From an optimization exercise on the open Yosys and OpenROAD flow, aimed at small area; shortcuts taken in it are not production practice. In this exercise RTL edits were held to simulation tests only and were not proved equivalent to the original. Power and IR drop assume default switching activity.

Design I2C_Sistema, start of the top module:
module I2C_Sistema(input         Clk, Reset,
                   input         START_STB, RNW,
                   input  [6:0]  I2C_ADDR_Gen,
                   input  [15:0] WR_DATA_Gen,
                   input  [6:0]  I2C_ADDR_Rec,
                   input  [15:0] RD_DATA_Rec,
                   output reg [15:0] RD_DATA_Gen,
                   output reg [15:0] WR_DATA_Rec,
                   output        SCL,
                   output reg    SDA_OUT, SDA_OE, SDA_IN);
Size in the first run: ~300 cells after synthesis, about 53 flip-flops, about 86 I/O pins, ~3200 µm² of cells after synthesis.
clock: 5.0 ns
lec_check: 0
cap_margin: 20
core_margin: 2
core_utilization: 40
slew_margin: 20
run.sh (not shown) runs the stock make flow with config.mk's settings and CLKGATE_MAP_FILE= SYNTH_SCRIPT=/design/flow/synth_recipe.tcl, a recipe that flattens the netlist after the stock synthesis.
The starting point ran to the end with no violations.
Change:
==> flow/flow/run.sh (new file) <==
#!/bin/bash
# The standard layout, with three changes to how the layout is made:
#  - synthesis maps the combinational logic with an area-oriented ABC script
#    (flow/area.abc); registers are mapped as in the standard flow's own synthesis;
#  - the port buffers are the smallest buffer cell;
#  - CTS uses no dummy load cells.
set -euo pipefail
W=$PWD
export AREA_ABC_SCRIPT=$W/flow/area.abc
export FLOW_SYNTH_TCL=$W/synth_recipe.tcl
export BUFFER_PORTS_ARGS="-buffer_cell sky130_fd_sc_hd__buf_1"
export CTS_ARGS="-sink_clustering_enable -repair_clock_nets -dont_use_dummy_load"
sed -e "s#SYNTH_SCRIPT=[^ ]*#SYNTH_SCRIPT=$W/flow/synth_area.tcl ADDER_MAP_FILE=#" standard.sh > area_standard.sh
bash area_standard.sh > standard_flow.log 2>&1
==> flow/flow/area.abc (new file) <==
strash
&get -n
&deepsyn -T 30
&put
dch
amap
topo
==> flow/flow/synth_area.tcl (new file) <==
# The standard flow's synthesis (synth_recipe.tcl) with an area-oriented ABC script for the
# combinational logic; the registers are mapped exactly as synth_recipe.tcl maps them.
proc abc {args} {
  set i [lsearch -exact $args -script]
  if { $i >= 0 } {
    set args [lreplace $args $i [expr {$i + 1}] -script $::env(AREA_ABC_SCRIPT)]
  }
  yosys abc {*}$args
}
source $::env(FLOW_SYNTH_TCL)
==> flow/standard.sh (new file) <==
#!/bin/bash
# synth_recipe.tcl (not shown) runs the flow's synth.tcl, then flattens the netlist and writes it again
# the make line also repeats each setting of config.mk as NAME=value (left out here)
make -C /OpenROAD-flow-scripts/flow DESIGN_CONFIG=/design/flow/config.mk WORK_HOME=/design/flow/orfs CLKGATE_MAP_FILE= SYNTH_SCRIPT=/design/flow/synth_recipe.tcl "${@:-finish}"
removed: flow/run.sh
What happened:
- The new run finished clean
- area after synthesis drops by 17%
- total power shrinks by about 8%
- setup slack is worse by 0.16 ns
- sequential power went down by about 6%
- combinational power shrinks by 9.4%
- final area drops by 24%
- critical path depth climbs by 9
- non-clock buffer count went up by 1
Change:
==> flow/flow/run.sh (replaced) <==
#!/bin/bash
set -euo pipefail
export BUFFER_PORTS_ARGS="-buffer_cell sky130_fd_sc_hd__buf_1"
bash standard.sh > standard_flow.log 2>&1
--- a/flow/config.mk
+++ b/flow/config.mk
@@ -9,3 +9,6 @@
 export CORE_MARGIN = 2
 export CORE_UTILIZATION = 40
+export CTS_BUF_LIST = sky130_fd_sc_hd__clkbuf_16
+export CTS_CLUSTER_DIAMETER = 200
+export CTS_CLUSTER_SIZE = 60
 export SLEW_MARGIN = 20
removed: flow/flow/area.abc
removed: flow/flow/synth_area.tcl
What happened:
- via count shrinks by about 5.6%
- routed wire length shrinks by about 1.1%
- design area grows by 17%
- die area grows by about 20%
- first-iteration DRC count shrinks by 37%
- final cell count shrinks by 2.1%
- maximum frequency grows by 6.5%
- utilization shrinks by 1.6 points
- sequential cell count does not change
- sequential share of layout area shrinks by 6.2 points
- setup slack improves by 0.16 ns
Change:
--- a/flow/config.mk
+++ b/flow/config.mk
@@ -9,6 +9,6 @@
 export CORE_MARGIN = 2
 export CORE_UTILIZATION = 40
-export CTS_BUF_LIST = sky130_fd_sc_hd__clkbuf_16
-export CTS_CLUSTER_DIAMETER = 200
-export CTS_CLUSTER_SIZE = 60
+export CTS_BUF_LIST = sky130_fd_sc_hd__clkbuf_8
+export CTS_CLUSTER_DIAMETER = 100
+export CTS_CLUSTER_SIZE = 30
 export SLEW_MARGIN = 20
=>
- The changed run produced a clean layout
- wire length stays flat
- combinational power stays flat
- total power shrinks by a few percent
- synthesized cell count stays the same
- setup slack gets worse by 0.0034 ns
Change:
==> flow/flow/run.sh (replaced) <==
#!/bin/bash
set -euo pipefail
export BUFFER_PORTS_ARGS="-buffer_cell sky130_fd_sc_hd__buf_1"
export CTS_ARGS="-sink_clustering_enable -repair_clock_nets -dont_use_dummy_load -buf_list sky130_fd_sc_hd__clkbuf_16 -root_buf sky130_fd_sc_hd__clkbuf_16 -sink_clustering_size 60 -sink_clustering_max_diameter 300 -sink_clustering_levels 1"
bash standard.sh > standard_flow.log 2>&1
--- a/flow/config.mk
+++ b/flow/config.mk
@@ -9,6 +9,3 @@
 export CORE_MARGIN = 2
 export CORE_UTILIZATION = 40
-export CTS_BUF_LIST = sky130_fd_sc_hd__clkbuf_8
-export CTS_CLUSTER_DIAMETER = 100
-export CTS_CLUSTER_SIZE = 30
 export SLEW_MARGIN = 20
Synthesized cell count does not change.
Sequential power hardly moves.
Wire length increases slightly.
Design area increases slightly.
Die area does not change.
Register-to-register slack stays flat.
Total power increases by a few percent.

* * *

Another version of the RTL of I2C_Sistema (not shown whole).
Size in the first run: ~86 I/O pins.
## I2C_Sistema
module I2C_Sistema(input         Clk, Reset,
                   input         START_STB, RNW,
                   input  [6:0]  I2C_ADDR_Gen,
                   input  [15:0] WR_DATA_Gen,
                   input  [6:0]  I2C_ADDR_Rec,
                   input  [15:0] RD_DATA_Rec,
                   output reg [15:0] RD_DATA_Gen,
                   output reg [15:0] WR_DATA_Rec,
                   output        SCL,
                   output reg    SDA_OUT, SDA_OE, SDA_IN);
Settings: LEC_CHECK=0, CAP_MARGIN=20, CORE_MARGIN=2, CORE_UTILIZATION=40, SLEW_MARGIN=20; clock period 5.0 ns.
standard.sh (not shown) runs the stock make flow with config.mk's settings and CLKGATE_MAP_FILE= SYNTH_SCRIPT=/design/flow/synth_recipe.tcl, a recipe that flattens the netlist after the stock synthesis.
==> flow/flow/run.sh <==
#!/bin/bash
# The standard layout, with three changes to how the layout is made:
#  - synthesis maps the combinational logic with an area-oriented ABC script,
#    keeping the smallest of several tries (flow/synth_area.tcl); registers are
#    mapped as in the standard flow's own synthesis;
#  - the port buffers are the smallest buffer cell;
#  - CTS uses no dummy load cells.
set -euo pipefail
W=$PWD
export AREA_WORK=$W
export AREA_MUX_MAP=$W/flow/a22o_map.v
export AREA_SEEDS="1 2 3 4 5 6 7 8 9 10 11 12"
export AREA_DEEPSYN_T=8
export FLOW_SYNTH_TCL=$W/synth_recipe.tcl
export BUFFER_PORTS_ARGS="-buffer_cell sky130_fd_sc_hd__buf_1"
export CTS_ARGS="-sink_clustering_enable -repair_clock_nets -dont_use_dummy_load"
sed -e "s#SYNTH_SCRIPT=[^ ]*#SYNTH_SCRIPT=$W/flow/synth_area.tcl ADDER_MAP_FILE=#" standard.sh > area_standard.sh
bash area_standard.sh > standard_flow.log 2>&1
==> flow/flow/synth_area.tcl <==
# The standard flow's synthesis (synth_recipe.tcl) with an area-oriented ABC mapping of the
# combinational logic. The registers are mapped exactly as synth_recipe.tcl maps
# them. ABC's deepsyn is randomised, so the mapping is tried with several seeds,
# with the data shift registers' multiplexers pre-mapped to AND-OR
# cells, and the smallest result is kept.
proc abc {args} {
  set i [lsearch -exact $args -script]
  set base [lreplace $args $i [expr {$i + 1}]]
  set lib [lindex $base [expr {[lsearch -exact $base -liberty] + 1}]]
  set wd $::env(AREA_WORK)
  yosys design -save pre_abc
  set best 1e18
  foreach pre {1} {
    foreach seed $::env(AREA_SEEDS) {
      yosys design -load pre_abc
      if { $pre } {
        yosys select -set m w:RD_DATA_Gen w:WR_DATA_Rec %u %ci1:+\[Q\] t:sky130_fd_sc_hd__dfrtp_1 %i %ci1:+\[D\] %ci1:+\[Y\] t:\$_MUX_ %i
        yosys techmap -map $::env(AREA_MUX_MAP) @m
        yosys opt_merge
      }
      set f [open $wd/area_$pre\_$seed.abc w]
      puts $f "strash\n&get -n\n&deepsyn -T $::env(AREA_DEEPSYN_T) -S $seed\n&put\ndch\namap\ntopo"
      close $f
      yosys abc {*}$base -script $wd/area_$pre\_$seed.abc
      set s [tee -q -s result.string stat -liberty $lib]
      regexp {Chip area for module [^:]*:\s*([0-9.]+)} $s -> a
      puts "AREA_TRY pre=$pre seed=$seed area=$a"
      if { $a < $best } {
        set best $a
        yosys design -save best_abc
      }
    }
  }
  yosys design -load best_abc
  puts "AREA_BEST $best"
}
source $::env(FLOW_SYNTH_TCL)
Other scripts of this flow, unchanged in this note and not shown: flow/flow/a22o_map.v
The starting point passed the timing, DRC and antenna checks.
Rerun with:
--- a/flow/flow/run.sh
+++ b/flow/flow/run.sh
@@ -10,5 +10,5 @@
 export AREA_WORK=$W
 export AREA_MUX_MAP=$W/flow/a22o_map.v
-export AREA_SEEDS="1 2 3 4 5 6 7 8 9 10 11 12"
+export AREA_SEEDS="1 2 3 4 5 6 7 8 9 10 11 12 13 14 15 16"
 export AREA_DEEPSYN_T=8
 export FLOW_SYNTH_TCL=$W/synth_recipe.tcl
--- a/flow/flow/synth_area.tcl
+++ b/flow/flow/synth_area.tcl
@@ -20,5 +20,5 @@
       }
       set f [open $wd/area_$pre\_$seed.abc w]
-      puts $f "strash\n&get -n\n&deepsyn -T $::env(AREA_DEEPSYN_T) -S $seed\n&put\ndch\namap\ntopo"
+      puts $f "strash\n&get -n\n&deepsyn -T $::env(AREA_DEEPSYN_T) -S $seed\n&put\ndch\namap\nstrash\ndch\namap\ntopo"
       close $f
       yosys abc {*}$base -script $wd/area_$pre\_$seed.abc
Result:
- The new run passed the timing, DRC and antenna checks
- wire length goes down by about 4%
- design area stays flat
- power falls by 0.92%

## static timing again, ports no longer ideal
How much do the figures lean on ideal ports? The routed layouts below were timed once more, with nothing changed but the port constraints.
Step 1, drivers: a clkbuf_16 drives Clk and a buf_2 each remaining input, both assumed.
Step 2, shift: input delay + t, output delay - t, t = (earliest + latest rising clock arrival at the registers) / 2. This alone moves slack from input paths to output paths.
a / b / c = ideal / step 1 / step 2; a / b = the first two.
| run | t (ns) | setup WS [ns] | clock arrival spread, ns | slew at the worst register clock pin (ns) |
|---|---|---|---|---|
| the first run of note 1 | 0.330 | 2.448 / 2.416 / 2.246 | 0.013 / 0.013 | 0.11 / 0.11 |
| the second run of note 1 | 0.322 | 2.292 / 2.292 / 2.292 | 0.023 / 0.023 | 0.10 / 0.10 |
| the third run of note 1 | 0.321 | 2.456 / 2.456 / 2.456 | 0.007 / 0.007 | 0.07 / 0.07 |
| the fourth run of note 1 | 0.330 | 2.452 / 2.452 / 2.452 | 0.011 / 0.011 | 0.10 / 0.10 |
| the fifth run of note 1 | 0.315 | 2.456 / 2.456 / 2.456 | 0.008 / 0.008 | 0.07 / 0.07 |
| the first run of note 2 | 0.322 | 2.094 / 2.094 / 2.094 | 0.023 / 0.023 | 0.10 / 0.10 |
| the second run of note 2 | 0.324 | 2.024 / 2.024 / 2.024 | 0.021 / 0.021 | 0.10 / 0.10 |
After both steps every run listed still meets setup and hold. For the first run of note 1, which loses most, drivers alone change the setup slack by -0.032 ns; drivers and shift together by -0.202 ns.
